Background: an optimization exercise with open tools, aiming at small area. Do not read the settings as production practice. The RTL of this run was laid out without a check of its function. Power is estimated from default activity; no workload was simulated.

## config.mk

```make
export PLATFORM = sky130hd
export DESIGN_NAME = rgb565_to_ycbcr422
export DESIGN_NICKNAME = rgb565_to_ycbcr422
export VERILOG_FILES = /design/flow/design.v
export SDC_FILE = /design/flow/constraint.sdc
export NUM_CORES = 4
export LEC_CHECK = 0
export CAP_MARGIN = 20
export CORE_MARGIN = 2
export CORE_UTILIZATION = 40
export SLEW_MARGIN = 20
export SYNTH_HIERARCHICAL = 1
```

## constraint.sdc

```tcl
create_clock -name core_clock -period 5.0 [get_ports {sys_clk}]
set_input_delay 1.0000 -clock core_clock [delete_from_list [all_inputs] [get_ports {sys_clk}]]
set_output_delay 1.0000 -clock core_clock [all_outputs]
set_load 0.01 [all_outputs]
```

## design.v

```verilog
module rgb565_to_ycbcr422
(
    input   wire                    sys_clk         ,
    input   wire                    sys_rst_n       ,
    input   wire    [15:0]          rgb_data        ,
    output  reg     signed  [7:0]   img_out         ,
    output  wire    [1:0]           state           ,
    output  wire                    start_en
);
reg     [1:0]   k       ;
reg             run     ;    
reg     [15:0]  x_q     ;
reg     [7:0]   a_q     ;
wire            sel_y   = ~k[1];
wire            sel_c1  = k[1] & ~k[0];
wire            sel_c2  = k[1] & k[0];
wire    [7:0]   f_top   ;
wire t_0;
wire t_1;
wire t_2;
wire t_3;
wire t_4;
wire t_5;
wire t_6;
wire t_7;
wire t_8;
wire t_9;
wire t_10;
wire t_11;
wire t_12;
wire t_13;
wire t_14;
wire t_15;
wire t_16;
wire t_17;
wire t_18;
wire t_19;
wire t_20;
wire t_21;
wire t_22;
wire t_23;
wire t_24;
wire t_25;
wire t_26;
wire t_27;
wire t_28;
wire t_29;
wire t_30;
wire t_31;
wire t_32;
wire t_33;
wire t_34;
wire t_35;
wire t_36;
wire t_37;
wire t_38;
wire t_39;
wire t_40;
wire t_41;
wire t_42;
wire t_43;
wire t_44;
wire t_45;
wire t_46;
wire t_47;
wire t_48;
wire t_49;
wire t_50;
wire t_51;
wire t_52;
wire t_53;
wire t_54;
wire t_55;
wire t_56;
wire t_57;
wire t_58;
wire t_59;
wire t_60;
wire t_61;
wire t_62;
wire t_63;
wire t_64;
wire t_65;
wire t_66;
wire t_67;
wire t_68;
wire t_69;
wire t_70;
wire t_71;
wire t_72;
wire t_73;
wire t_74;
wire t_75;
wire t_76;
wire t_77;
wire t_78;
wire t_79;
wire t_80;
wire t_81;
wire t_82;
wire t_83;
wire t_84;
wire t_85;
wire t_86;
wire t_87;
wire t_88;
wire t_89;
wire t_90;
wire t_91;
wire t_92;
wire t_93;
wire t_94;
wire t_95;
wire t_96;
wire t_97;
wire t_98;
wire t_99;
wire t_100;
wire t_101;
wire t_102;
wire t_103;
wire t_104;
wire t_105;
wire t_106;
wire t_107;
wire t_108;
wire t_109;
wire t_110;
wire t_111;
wire t_112;
wire t_113;
wire t_114;
wire t_115;
wire t_116;
wire t_117;
wire t_118;
wire t_119;
wire t_120;
wire t_121;
wire t_122;
wire t_123;
wire t_124;
wire t_125;
wire t_126;
wire t_127;
wire t_128;
wire t_129;
wire t_130;
wire t_131;
wire t_132;
wire t_133;
wire t_134;
wire t_135;
wire t_136;
wire t_137;
wire t_138;
wire t_139;
wire t_140;
wire t_141;
wire t_142;
wire t_143;
wire t_144;
wire t_145;
wire t_146;
wire t_147;
wire t_148;
wire t_149;
wire t_150;
wire t_151;
wire t_152;
wire t_153;
wire t_154;
wire t_155;
wire t_156;
wire t_157;
wire t_158;
wire t_159;
wire t_160;
wire t_161;
wire t_162;
wire t_163;
wire t_164;
wire t_165;
wire t_166;
wire t_167;
wire t_168;
wire t_169;
wire t_170;
wire t_171;
wire t_172;
wire t_173;
wire t_174;
wire t_175;
wire t_176;
wire t_177;
wire t_178;
wire t_179;
wire t_180;
wire t_181;
wire t_182;
wire t_183;
wire t_184;
wire t_185;
wire t_186;
wire t_187;
wire t_188;
wire t_189;
wire t_190;
wire t_191;
wire t_192;
wire t_193;
wire t_194;
wire t_195;
wire t_196;
wire t_197;
wire t_198;
wire t_199;
wire t_200;
wire t_201;
wire t_202;
wire t_203;
wire t_204;
wire t_205;
wire t_206;
wire t_207;
wire t_208;
wire t_209;
wire t_210;
wire t_211;
wire t_212;
wire t_213;
wire t_214;
wire t_215;
wire t_216;
wire t_217;
wire t_218;
wire t_219;
wire t_220;
wire t_221;
wire t_222;
wire t_223;
wire t_224;
wire t_225;
wire t_226;
wire t_227;
wire t_228;
wire t_229;
wire t_230;
wire t_231;
wire t_232;
wire t_233;
wire t_234;
wire t_235;
wire t_236;
wire t_237;
wire t_238;
wire t_239;
wire t_240;
wire t_241;
wire t_242;
wire t_243;
wire t_244;
wire t_245;
wire t_246;
wire t_247;
wire t_248;
wire t_249;
wire t_250;
wire t_251;
wire t_252;
wire t_253;
wire t_254;
wire t_255;
wire t_256;
wire t_257;
wire t_258;
wire t_259;
wire t_260;
wire t_261;
wire t_262;
wire t_263;
wire t_264;
wire t_265;
wire t_266;
wire t_267;
wire t_268;
wire t_269;
wire t_270;
wire t_271;
wire t_272;
wire t_273;
wire t_274;
wire t_275;
wire t_276;
wire t_277;
wire t_278;
wire t_279;
wire t_280;
wire t_281;
wire t_282;
wire t_283;
wire t_284;
wire t_285;
wire t_286;
wire t_287;
assign t_0 = (x_q[11] & (sel_y | sel_c1));
assign t_1 = (x_q[11] ? (sel_y) : (sel_c1));
assign t_2 = (x_q[11] ? 1'b0 : (sel_y));
assign t_3 = (x_q[11] & (sel_y));
assign t_4 = (x_q[11] ? 1'b0 : (sel_y | sel_c1));
assign t_5 = (x_q[11] & (sel_y | sel_c2));
assign t_6 = (x_q[12] ? 1'b0 : (sel_y | sel_c1));
assign t_7 = (x_q[12] ? 1'b0 : (sel_y | sel_c1));
assign t_8 = (x_q[12] ? 1'b0 : (sel_y));
assign t_9 = (x_q[12] & (sel_y));
assign t_10 = (x_q[12] ? 1'b0 : (sel_y | sel_c1));
assign t_11 = (x_q[12] & (sel_y | sel_c2));
assign t_12 = (x_q[13] & (sel_y | sel_c1));
assign t_13 = (x_q[13] ? (sel_y) : (sel_c1));
assign t_14 = (x_q[13] & (sel_y));
assign t_15 = (x_q[13] & (sel_y));
assign t_16 = (x_q[13] ? (sel_c1) : (sel_y));
assign t_17 = (x_q[13] ? (sel_y | sel_c2) : (sel_c1));
assign t_18 = (x_q[14] & (sel_y | sel_c1));
assign t_19 = (x_q[14] ? (sel_c1) : (sel_y));
assign t_20 = (x_q[14] & (sel_y | sel_c1));
assign t_21 = (x_q[14] ? 1'b0 : (sel_y | sel_c1));
assign t_22 = (x_q[14] & (sel_y | sel_c2));
assign t_23 = (x_q[15] & (sel_y | sel_c1));
assign t_24 = (x_q[15] ? (sel_c1) : (sel_y));
assign t_25 = (x_q[15] ? 1'b0 : (sel_y | sel_c1));
assign t_26 = (x_q[15] ? 1'b0 : (sel_y | sel_c1));
assign t_27 = (x_q[15] & (sel_y | sel_c2));
assign t_28 = (x_q[5] ? (sel_c1) : (sel_c2));
assign t_29 = (x_q[5] ? (sel_c2) : (sel_y | sel_c1));
assign t_30 = (x_q[5] ? (sel_c1) : (sel_c2));
assign t_31 = (x_q[5] ? (sel_c1) : (sel_y | sel_c2));
assign t_32 = (x_q[5] & (sel_c1));
assign t_33 = (x_q[5] & (sel_y));
assign t_34 = (x_q[5] ? (sel_y) : (sel_c1 | sel_c2));
assign t_35 = (x_q[6] & (sel_c1 | sel_c2));
assign t_36 = (x_q[6] ? 1'b0 : (sel_y | sel_c1));
assign t_37 = (x_q[6] ? 1'b0 : (sel_c1 | sel_c2));
assign t_38 = (x_q[6] ? (sel_y) : (sel_c2));
assign t_39 = (x_q[6] ? 1'b0 : (sel_y | sel_c1));
assign t_40 = (x_q[6] ? 1'b0 : (sel_c1));
assign t_41 = (x_q[6] ? (sel_y) : (sel_c1));
assign t_42 = (x_q[6] ? (sel_y) : (sel_c2));
assign t_43 = (x_q[7] ? 1'b0 : (sel_c1 | sel_c2));
assign t_44 = (x_q[7] & (sel_y | sel_c2));
assign t_45 = (x_q[7] ? (sel_y | sel_c2) : (sel_c1));
assign t_46 = (x_q[7] ? (sel_y | sel_c2) : (sel_c1));
assign t_47 = (x_q[7] & (sel_c1));
assign t_48 = (x_q[7] ? (sel_y) : (sel_c1 | sel_c2));
assign t_49 = (x_q[8] ? (sel_c1) : (sel_c2));
assign t_50 = (x_q[8] ? (sel_c1) : (sel_y | sel_c2));
assign t_51 = (x_q[8] ? (sel_c1) : (sel_y | sel_c2));
assign t_52 = (x_q[8] ? (sel_y) : (sel_c1 | sel_c2));
assign t_53 = (x_q[9] ? (sel_c1) : (sel_c2));
assign t_54 = (x_q[9] ? (sel_c1) : (sel_y | sel_c2));
assign t_55 = (x_q[9] ? (sel_c1) : (sel_y | sel_c2));
assign t_56 = (x_q[9] ? (sel_y) : (sel_c1 | sel_c2));
assign t_57 = (x_q[10] ? (sel_c1) : (sel_c2));
assign t_58 = (x_q[10] ? (sel_c1) : (sel_y | sel_c2));
assign t_59 = (x_q[10] & (sel_y | sel_c2));
assign t_60 = (x_q[10] & (sel_c1));
assign t_61 = (x_q[10] ? (sel_y) : (sel_c1 | sel_c2));
assign t_62 = (x_q[0] ? (sel_y) : (sel_c2));
assign t_63 = (x_q[0] & (sel_y | sel_c2));
assign t_64 = (x_q[0] & (sel_c2));
assign t_65 = (x_q[0] & (sel_c1));
assign t_66 = (x_q[0] ? (sel_y) : (sel_c2));
assign t_67 = (x_q[0] & (sel_c1));
assign t_68 = (x_q[1] ? (sel_y) : (sel_c2));
assign t_69 = (x_q[1] & (sel_y | sel_c2));
assign t_70 = (x_q[1] ? 1'b0 : (sel_c2));
assign t_71 = (x_q[1] ? 1'b0 : (sel_c1 | sel_c2));
assign t_72 = (x_q[1] & (sel_y | sel_c1));
assign t_73 = (x_q[1] & (sel_c1));
assign t_74 = (x_q[2] ? 1'b0 : (sel_y | sel_c2));
assign t_75 = (x_q[2] & (sel_y));
assign t_76 = (x_q[2] & (sel_y | sel_c2));
assign t_77 = (x_q[2] & (sel_c2));
assign t_78 = (x_q[2] ? 1'b0 : (sel_c1));
assign t_79 = (x_q[2] ? (sel_y | sel_c1) : (sel_c2));
assign t_80 = (x_q[2] & (sel_c1));
assign t_81 = (x_q[3] ? (sel_y) : (sel_c2));
assign t_82 = (x_q[3] ? (sel_y) : (sel_c2));
assign t_83 = (x_q[3] & (sel_y));
assign t_84 = (x_q[3] ? (sel_y) : (sel_c2));
assign t_85 = (x_q[3] & (sel_c1));
assign t_86 = (x_q[4] ? (sel_c2) : (sel_y));
assign t_87 = (x_q[4] ? (sel_c2) : (sel_y));
assign t_88 = (x_q[4] & (sel_c2));
assign t_89 = (x_q[4] ? (sel_y) : (sel_c2));
assign t_90 = (x_q[4] & (sel_c1));
assign t_91 = (sel_c2);
csa_fa u_t_92 (.a(t_0), .b(t_28), .c(t_62), .s(t_92), .co(t_93));
csa_fa u_t_94 (.a(t_6), .b(t_29), .c(t_35), .s(t_94), .co(t_95));
csa_fa u_t_96 (.a(t_68), .b(t_93), .c(t_94), .s(t_96), .co(t_97));
csa_fa u_t_98 (.a(t_1), .b(t_7), .c(t_12), .s(t_98), .co(t_99));
csa_fa u_t_100 (.a(t_36), .b(t_63), .c(t_74), .s(t_100), .co(t_101));
csa_fa u_t_102 (.a(t_95), .b(t_98), .c(t_100), .s(t_102), .co(t_103));
csa_fa u_t_104 (.a(t_30), .b(t_69), .c(t_75), .s(t_104), .co(t_105));
csa_fa u_t_106 (.a(t_99), .b(t_101), .c(t_104), .s(t_106), .co(t_107));
csa_fa u_t_108 (.a(t_2), .b(t_8), .c(t_13), .s(t_108), .co(t_109));
csa_fa u_t_110 (.a(t_31), .b(t_37), .c(t_43), .s(t_110), .co(t_111));
csa_fa u_t_112 (.a(t_76), .b(t_105), .c(t_108), .s(t_112), .co(t_113));
csa_fa u_t_114 (.a(t_110), .b(t_107), .c(t_112), .s(t_114), .co(t_115));
csa_fa u_t_116 (.a(t_38), .b(t_44), .c(t_49), .s(t_116), .co(t_117));
csa_fa u_t_118 (.a(t_109), .b(t_111), .c(t_116), .s(t_118), .co(t_119));
csa_fa u_t_120 (.a(t_113), .b(t_118), .c(t_115), .s(t_120), .co(t_121));
assign t_122 = ~(t_3 ^ t_14);
assign t_123 = t_3 | t_14;
csa_fa u_t_124 (.a(t_18), .b(t_32), .c(t_39), .s(t_124), .co(t_125));
csa_fa u_t_126 (.a(t_45), .b(t_50), .c(t_53), .s(t_126), .co(t_127));
csa_fa u_t_128 (.a(t_64), .b(t_81), .c(t_117), .s(t_128), .co(t_129));
csa_fa u_t_130 (.a(t_122), .b(t_124), .c(t_126), .s(t_130), .co(t_131));
csa_fa u_t_132 (.a(t_119), .b(t_128), .c(t_130), .s(t_132), .co(t_133));
csa_fa u_t_134 (.a(x_q[11]), .b(t_9), .c(t_15), .s(t_134), .co(t_135));
csa_fa u_t_136 (.a(t_23), .b(t_54), .c(t_57), .s(t_136), .co(t_137));
csa_fa u_t_138 (.a(t_65), .b(t_70), .c(t_86), .s(t_138), .co(t_139));
csa_fa u_t_140 (.a(t_123), .b(t_125), .c(t_127), .s(t_140), .co(t_141));
csa_fa u_t_142 (.a(t_134), .b(t_136), .c(t_138), .s(t_142), .co(t_143));
csa_fa u_t_144 (.a(t_129), .b(t_131), .c(t_140), .s(t_144), .co(t_145));
csa_fa u_t_146 (.a(t_142), .b(t_133), .c(t_144), .s(t_146), .co(t_147));
csa_fa u_t_148 (.a(x_q[12]), .b(t_19), .c(t_33), .s(t_148), .co(t_149));
csa_fa u_t_150 (.a(t_40), .b(t_46), .c(t_51), .s(t_150), .co(t_151));
csa_fa u_t_152 (.a(t_58), .b(t_66), .c(t_71), .s(t_152), .co(t_153));
csa_fa u_t_154 (.a(t_77), .b(t_82), .c(t_87), .s(t_154), .co(t_155));
csa_fa u_t_156 (.a(t_135), .b(t_137), .c(t_139), .s(t_156), .co(t_157));
csa_fa u_t_158 (.a(t_148), .b(t_150), .c(t_152), .s(t_158), .co(t_159));
csa_fa u_t_160 (.a(t_154), .b(t_141), .c(t_143), .s(t_160), .co(t_161));
csa_fa u_t_162 (.a(t_156), .b(t_158), .c(t_145), .s(t_162), .co(t_163));
csa_fa u_t_164 (.a(t_160), .b(t_147), .c(t_162), .s(t_164), .co(t_165));
csa_fa u_t_166 (.a(x_q[13]), .b(t_4), .c(t_24), .s(t_166), .co(t_167));
csa_fa u_t_168 (.a(t_34), .b(t_41), .c(t_55), .s(t_168), .co(t_169));
csa_fa u_t_170 (.a(t_72), .b(t_78), .c(t_83), .s(t_170), .co(t_171));
csa_fa u_t_172 (.a(t_149), .b(t_151), .c(t_153), .s(t_172), .co(t_173));
csa_fa u_t_174 (.a(t_155), .b(t_166), .c(t_168), .s(t_174), .co(t_175));
csa_fa u_t_176 (.a(t_170), .b(t_157), .c(t_159), .s(t_176), .co(t_177));
csa_fa u_t_178 (.a(t_172), .b(t_174), .c(t_161), .s(t_178), .co(t_179));
csa_fa u_t_180 (.a(t_176), .b(t_163), .c(t_178), .s(t_180), .co(t_181));
csa_fa u_t_182 (.a(x_q[8]), .b(x_q[10]), .c(t_5), .s(t_182), .co(t_183));
csa_fa u_t_184 (.a(t_10), .b(t_20), .c(t_42), .s(t_184), .co(t_185));
csa_fa u_t_186 (.a(t_47), .b(t_67), .c(t_79), .s(t_186), .co(t_187));
csa_fa u_t_188 (.a(t_84), .b(t_88), .c(t_167), .s(t_188), .co(t_189));
csa_fa u_t_190 (.a(t_169), .b(t_171), .c(t_182), .s(t_190), .co(t_191));
csa_fa u_t_192 (.a(t_184), .b(t_186), .c(t_173), .s(t_192), .co(t_193));
csa_fa u_t_194 (.a(t_175), .b(t_188), .c(t_190), .s(t_194), .co(t_195));
csa_fa u_t_196 (.a(t_177), .b(t_192), .c(t_194), .s(t_196), .co(t_197));
csa_fa u_t_198 (.a(t_179), .b(t_196), .c(t_181), .s(t_198), .co(t_199));
csa_fa u_t_200 (.a(x_q[9]), .b(t_11), .c(t_16), .s(t_200), .co(t_201));
csa_fa u_t_202 (.a(t_25), .b(t_48), .c(t_59), .s(t_202), .co(t_203));
csa_fa u_t_204 (.a(t_73), .b(t_183), .c(t_185), .s(t_204), .co(t_205));
csa_fa u_t_206 (.a(t_187), .b(t_200), .c(t_202), .s(t_206), .co(t_207));
csa_fa u_t_208 (.a(t_189), .b(t_191), .c(t_204), .s(t_208), .co(t_209));
csa_fa u_t_210 (.a(t_206), .b(t_193), .c(t_195), .s(t_210), .co(t_211));
csa_fa u_t_212 (.a(t_208), .b(t_197), .c(t_210), .s(t_212), .co(t_213));
csa_fa u_t_214 (.a(t_17), .b(t_21), .c(t_26), .s(t_214), .co(t_215));
csa_fa u_t_216 (.a(t_52), .b(t_60), .c(t_80), .s(t_216), .co(t_217));
csa_fa u_t_218 (.a(t_89), .b(t_201), .c(t_203), .s(t_218), .co(t_219));
csa_fa u_t_220 (.a(t_214), .b(t_216), .c(t_205), .s(t_220), .co(t_221));
csa_fa u_t_222 (.a(t_207), .b(t_218), .c(t_209), .s(t_222), .co(t_223));
csa_fa u_t_224 (.a(t_220), .b(t_211), .c(t_222), .s(t_224), .co(t_225));
csa_fa u_t_226 (.a(t_91), .b(t_22), .c(t_56), .s(t_226), .co(t_227));
csa_fa u_t_228 (.a(t_85), .b(t_215), .c(t_217), .s(t_228), .co(t_229));
csa_fa u_t_230 (.a(t_226), .b(t_219), .c(t_228), .s(t_230), .co(t_231));
csa_fa u_t_232 (.a(t_221), .b(t_230), .c(t_223), .s(t_232), .co(t_233));
assign t_234 = ~(t_27 ^ t_61);
assign t_235 = t_27 | t_61;
csa_fa u_t_236 (.a(t_90), .b(t_227), .c(t_234), .s(t_236), .co(t_237));
csa_fa u_t_238 (.a(t_229), .b(t_236), .c(t_231), .s(t_238), .co(t_239));
assign t_240 = t_235 ^ t_237 ^ t_239;
csa_ha u_t_241 (.a(t_97), .b(t_102), .s(t_241), .co(t_242));
csa_ha u_t_243 (.a(t_103), .b(t_106), .s(t_243), .co(t_244));
csa_ha u_t_245 (.a(t_132), .b(t_121), .s(t_245), .co(t_246));
csa_ha u_t_247 (.a(t_165), .b(t_180), .s(t_247), .co(t_248));
csa_ha u_t_249 (.a(t_212), .b(t_199), .s(t_249), .co(t_250));
csa_ha u_t_251 (.a(t_213), .b(t_224), .s(t_251), .co(t_252));
csa_ha u_t_253 (.a(t_225), .b(t_232), .s(t_253), .co(t_254));
csa_ha u_t_255 (.a(t_238), .b(t_233), .s(t_255), .co(t_256));
assign t_257 = t_244 | (t_243 & t_242);
assign t_258 = t_114 & t_257;
assign t_259 = t_120 & t_258;
assign t_260 = t_246 | (t_245 & t_259);
assign t_261 = t_146 & t_260;
assign t_262 = t_164 & t_261;
assign t_263 = t_198 & t_248;
assign t_264 = t_198 & t_247;
assign t_265 = t_252 | (t_251 & t_250);
assign t_266 = t_251 & t_249;
assign t_267 = t_256 | (t_255 & t_254);
assign t_268 = t_255 & t_253;
assign t_269 = t_248 | (t_247 & t_262);
assign t_270 = t_263 | (t_264 & t_262);
assign t_271 = t_254 | (t_253 & t_265);
assign t_272 = t_253 & t_266;
assign t_273 = t_267 | (t_268 & t_265);
assign t_274 = t_268 & t_266;
assign t_275 = t_250 | (t_249 & t_270);
assign t_276 = t_265 | (t_266 & t_270);
assign t_277 = t_271 | (t_272 & t_270);
assign t_278 = t_273 | (t_274 & t_270);
assign t_279 = t_240 & t_278;
assign t_280 = t_164 ^ t_261;
assign t_281 = t_247 ^ t_262;
assign t_282 = t_198 ^ t_269;
assign t_283 = t_249 ^ t_270;
assign t_284 = t_251 ^ t_275;
assign t_285 = t_253 ^ t_276;
assign t_286 = t_255 ^ t_277;
assign t_287 = t_240 ^ t_278;
assign f_top = {t_287, t_286, t_285, t_284, t_283, t_282, t_281, t_280};
always @(posedge sys_clk) begin
    if (k != 2'd2)
        x_q <= rgb_data;
    a_q <= f_top;
end
always @(posedge sys_clk or negedge sys_rst_n)
    if (!sys_rst_n) begin
        k   <= 2'd0;
        run <= 1'b0;
    end else begin
        k   <= k + 2'd1;
        run <= run | (k == 2'd2);
    end
always @(posedge sys_clk or negedge sys_rst_n)
    if (!sys_rst_n)
        img_out <= 8'd0;
    else
        img_out <= a_q & {8{run | (k == 2'd2)}};
assign start_en = run;
assign state    = {run & (k[1] ^ k[0]), run & ~k[0]};
endmodule
module csa_fa (input wire a, input wire b, input wire c, output wire s, output wire co);
assign s  = a ^ b ^ c;
assign co = (a & b) | (a & c) | (b & c);
endmodule
module csa_ha (input wire a, input wire b, output wire s, output wire co);
assign s  = a ^ b;
assign co = a & b;
endmodule
```

## flow/run.sh

```bash
#!/bin/bash
# Standard layout, but the port buffers are the smallest buffer cell.
set -euo pipefail
export BUFFER_PORTS_ARGS="-buffer_cell sky130_fd_sc_hd__buf_1"
bash standard.sh > standard_flow.log 2>&1
```

## standard.sh

```bash
#!/bin/bash
# synth_recipe.tcl (not shown) runs the flow's synth.tcl, then flattens the netlist and writes it again
# the make line also repeats each setting of config.mk as NAME=value (left out here)
make -C /OpenROAD-flow-scripts/flow DESIGN_CONFIG=/design/flow/config.mk WORK_HOME=/design/flow/orfs CLKGATE_MAP_FILE= SYNTH_SCRIPT=/design/flow/synth_recipe.tcl "${@:-finish}"
```

==> impl_metrics.json <==
{
  "cts_sinks": 35,
  "rows": 33,
  "r2r_slack_ps": 280,
  "io_pins": 29,
  "dp_hpwl_mm": 5.29,
  "netlist.top_cell.by_area": "fa_1",
  "post-route-util_pct": 45.5,
  "cp_slowest_cell": "fa_1",
  "crit_top_cell": "fa_1",
  "drv_cap": 0,
  "root_buffer": "clkbuf_8",
  "drtAntennaViolNets": 0,
  "viasPerCell": 4.95,
  "synthArstFlopShare_pct": 31.4,
  "p_leak_nw": 1.54,
  "dr.pass1.iters": 4,
  "status": "complete, no violations",
  "grt_pass1_wl_mm": 10.6,
  "io_buffers": 28,
  "p_int_mw": 0.886,
  "synth_flop_cell": "edfxtp_1",
  "synth_top_cell_area_share_pct": 43.0,
  "grt_pass1_vias": 2190,
  "post-route-min-period_ps": 4720,
  "synthesis.instances": 262,
  "path_clk_slew_ps": 70,
  "rsz0062_at_grt": "false",
  "initial_core_util_pct": 41.0,
  "ys_types": 28,
  "power.switching_mw": 0.530,
  "crit_type": "register to register",
  "worstHoldStart": "a_q[4]",
  "die_h_um": 95.5,
  "dieArea_sq_um": 9130,
  "grt_antenna_before_repair": 0,
  "drc_errors": 0,
  "tightest_slew_ps": 593,
  "avgRoutedWirePerCell_um": 15.9,
  "worst-path-buf-inv": 2,
  "synth_seq_cells": 35,
  "finalNetCount": 400,
  "finalSetupViolCount": 0,
  "worstReg2RegStart": "k[0]",
  "whs_ps": 437,
  "area_delta_synth_final_pct": 11.1,
  "max_slew_margin_pct": 60.5,
  "combPwrFrac_pct": 55.8,
  "yosysWarnings": 7,
  "drive_above_1_share_pct": 6.76,
  "worstPathRequired_ps": 5170,
  "avgSynthCellArea_sq_um": 12.8,
  "critPathMaxStageDelay_ps": 480,
  "cp-end-kind": "register",
  "cts_setup_buffers": 0,
  "final_common_cell": "fa_1",
  "gp_congestion": 0.871,
  "ir_drop_mv": 0.246,
  "grt_max_degree": 29,
  "core-area_sq_um": 8180,
  "ys_seq_area_share_pct": 27.3,
  "cp_cell_sequence": "inv_1 -> ha_1 -> buf_12 -> and2_1 -> o21bai_1 -> fa_1 -> fa_1 -> fa_1 -> fa_1 -> fa_1 -> fa_1 -> ha_1 -> nand3_1 -> o211ai_2 -> a21oi_2 -> xnor2_1",
  "max_freq_mhz": 212,
  "critPathTopFamily": "adder cells",
  "antenna_cells": 0,
  "fin_crit_sh_pct": 94.4,
  "synth_nets": 367,
  "first_iter_violations": 60,
  "cts_tree": "done",
  "h-tree-depth": 2,
  "powerDensity_nw_per_um2": 381,
  "swShare_pct": 37.4,
  "tns_ps": 0,
  "cp-start-kind": "register",
  "finalHoldViolCount": 0,
  "grt_overflow": 0,
  "slew_viol_final": 0,
  "final_cell_mix": "fa_1, nor2_1, buf_1",
  "synthesis.area_sq_um": 3350,
  "seq_power_share_pct": 27.1,
  "r2r-end": "a_q[7]",
  "routed_wl_mm": 6.40,
  "reg2reg_depth": 16,
  "synth.area.top_cells": "fa_1, edfxtp_1, dfrtp_1",
  "clk_latency_ps": 280,
  "holdPathStages": 1,
  "synth_edf_count": 16,
  "skew_ps": 4.32,
  "critPathMaxFanout": 28,
  "vias": 1984,
  "die-width_um": 95.5,
  "p_clk_share_pct": 17.1,
  "cp.arrival_ps": 4890,
  "hold_class": "register to register",
  "whs_endpoint": "img_out[4]",
  "track_usage_pct": 15.8,
  "numCtsBuffers": 5,
  "cts_buffer_depth": 2
}
cells by family (layout without fill, tap and decap cells):
logic type,count (synthesis),after routing,share of synthesized area [%]
buffers and inverters,19,53,2.54
flip-flops,35,35,27.3
AO/OA/AOI/OAI,28,28,5.30
adder cells (fa/ha/maj),87,87,48.6
multiplexers,3,3,0.896
XOR/XNOR,14,14,3.66
AND/OR/NAND/NOR,76,76,11.7
routing by layer:
metal | routed length [um] | GRT usage [%]
met2 | 3290 | 25.6
met3 | 234 | 2.21
met1 | 2650 | 21.0
met4 | 215 | 7.26
met5 | 0 | 0
registers in the layout, indices dropped and copies added (netlist names):
name	flops
x_q	16
a_q	8
img_out	8
k	2
run	1
cell type report:
cell class                 count  area (sq um)
multi-input combinational    208          2360
sequential                    35           916
inverter                      11          41.3
clock inverter                 1          5.00
clock buffer                   7           108
fill                         763          4450
timing repair buffer          34           163
tap                          105           131
modules after synthesis (local to each module, per instance):
module,cell area [sq um],cells inside,copies in the design,flip-flops and latches
csa_ha,12.5,1,8,0
csa_fa,20.0,1,72,0
rgb565_to_ycbcr422,1810,182,1,35
what timing repair did:
action,CTS,global route
setup endpoints to repair,0,1
hold buffers,0,0
resized for setup,0,1
Yosys cell counts (2+ instances only):
master,n
fa_1,72
nor2_1,28
nor2b_1,27
edfxtp_1,16
ha_1,15
a21oi_1,12
and2_1,11
dfrtp_1,11
inv_1,10
xnor2_1,9
dfxtp_1,8
buf_2,5
nand2_1,5
o21ai_0,5
xor2_1,5
a21oi_2,3
mux2i_1,3
o21bai_1,3
buf_4,2
nand2b_1,2
nand3_1,2
o21a_1,2
through the flow:
step	cell area, sq um	std cells	total power [mW]	worst slack (ps)
2_1_floorplan	3350	262	1.01	338
3_3_place_gp	3600	393	1.16	308
3_5_place_dp	3600	393	1.18	281
4_1_cts	3710	401	1.43	247
5_1_grt	3720	401	1.56	24.9
6_report	3720	401	1.42	282
how the worst max path moves through the flow:
stage | start | endpoint | slack (ps) | depth (start not counted)
2_1_floorplan | k[0] | a_q[6] | 340 | 16
3_3_place_gp | k[0] | a_q[7] | 310 | 16
3_5_place_dp | k[0] | a_q[7] | 280 | 16
4_1_cts | k[0] | a_q[4] | 250 | 19
5_1_grt | k[0] | a_q[4] | 20 | 19
6_report | k[0] | a_q[7] | 280 | 16
power by group through the flow:
stage / sequential, mW / clock (mW) / combinational, mW
3_3_place_gp: 0.388 / 0 / 0.773
4_1_cts: 0.383 / 0.251 / 0.794
2_1_floorplan: 0.379 / 0 / 0.633
5_1_grt: 0.387 / 0.262 / 0.906
3_5_place_dp: 0.389 / 0 / 0.792
6_report: 0.383 / 0.242 / 0.791

-- re-timing with driven ports --
Ports are ideal in the flow. The routed layout listed here was re-timed in OpenROAD.
Step 1 assumes that a clkbuf_16 drives the clock port and a buf_2 every other input.
Step 2 times the ports against the registers' clock, not the clock port: input delays grow and output delays shrink by t, the midpoint of the rising clock arrivals with the driver on.
Three values: ideal ports, drivers, drivers and shift; two values: the first two.
t, ns: 0.311
setup WS [ns]: 0.282 / 0.282 / 0.282
slew at the worst register clock pin (ns): 0.07 / 0.07
pins driven straight from the clock port: 1
After both steps setup and hold are still met in this run. The setup slack of this run moves by 0.000 ns with the drivers and by 0.000 ns with both steps.
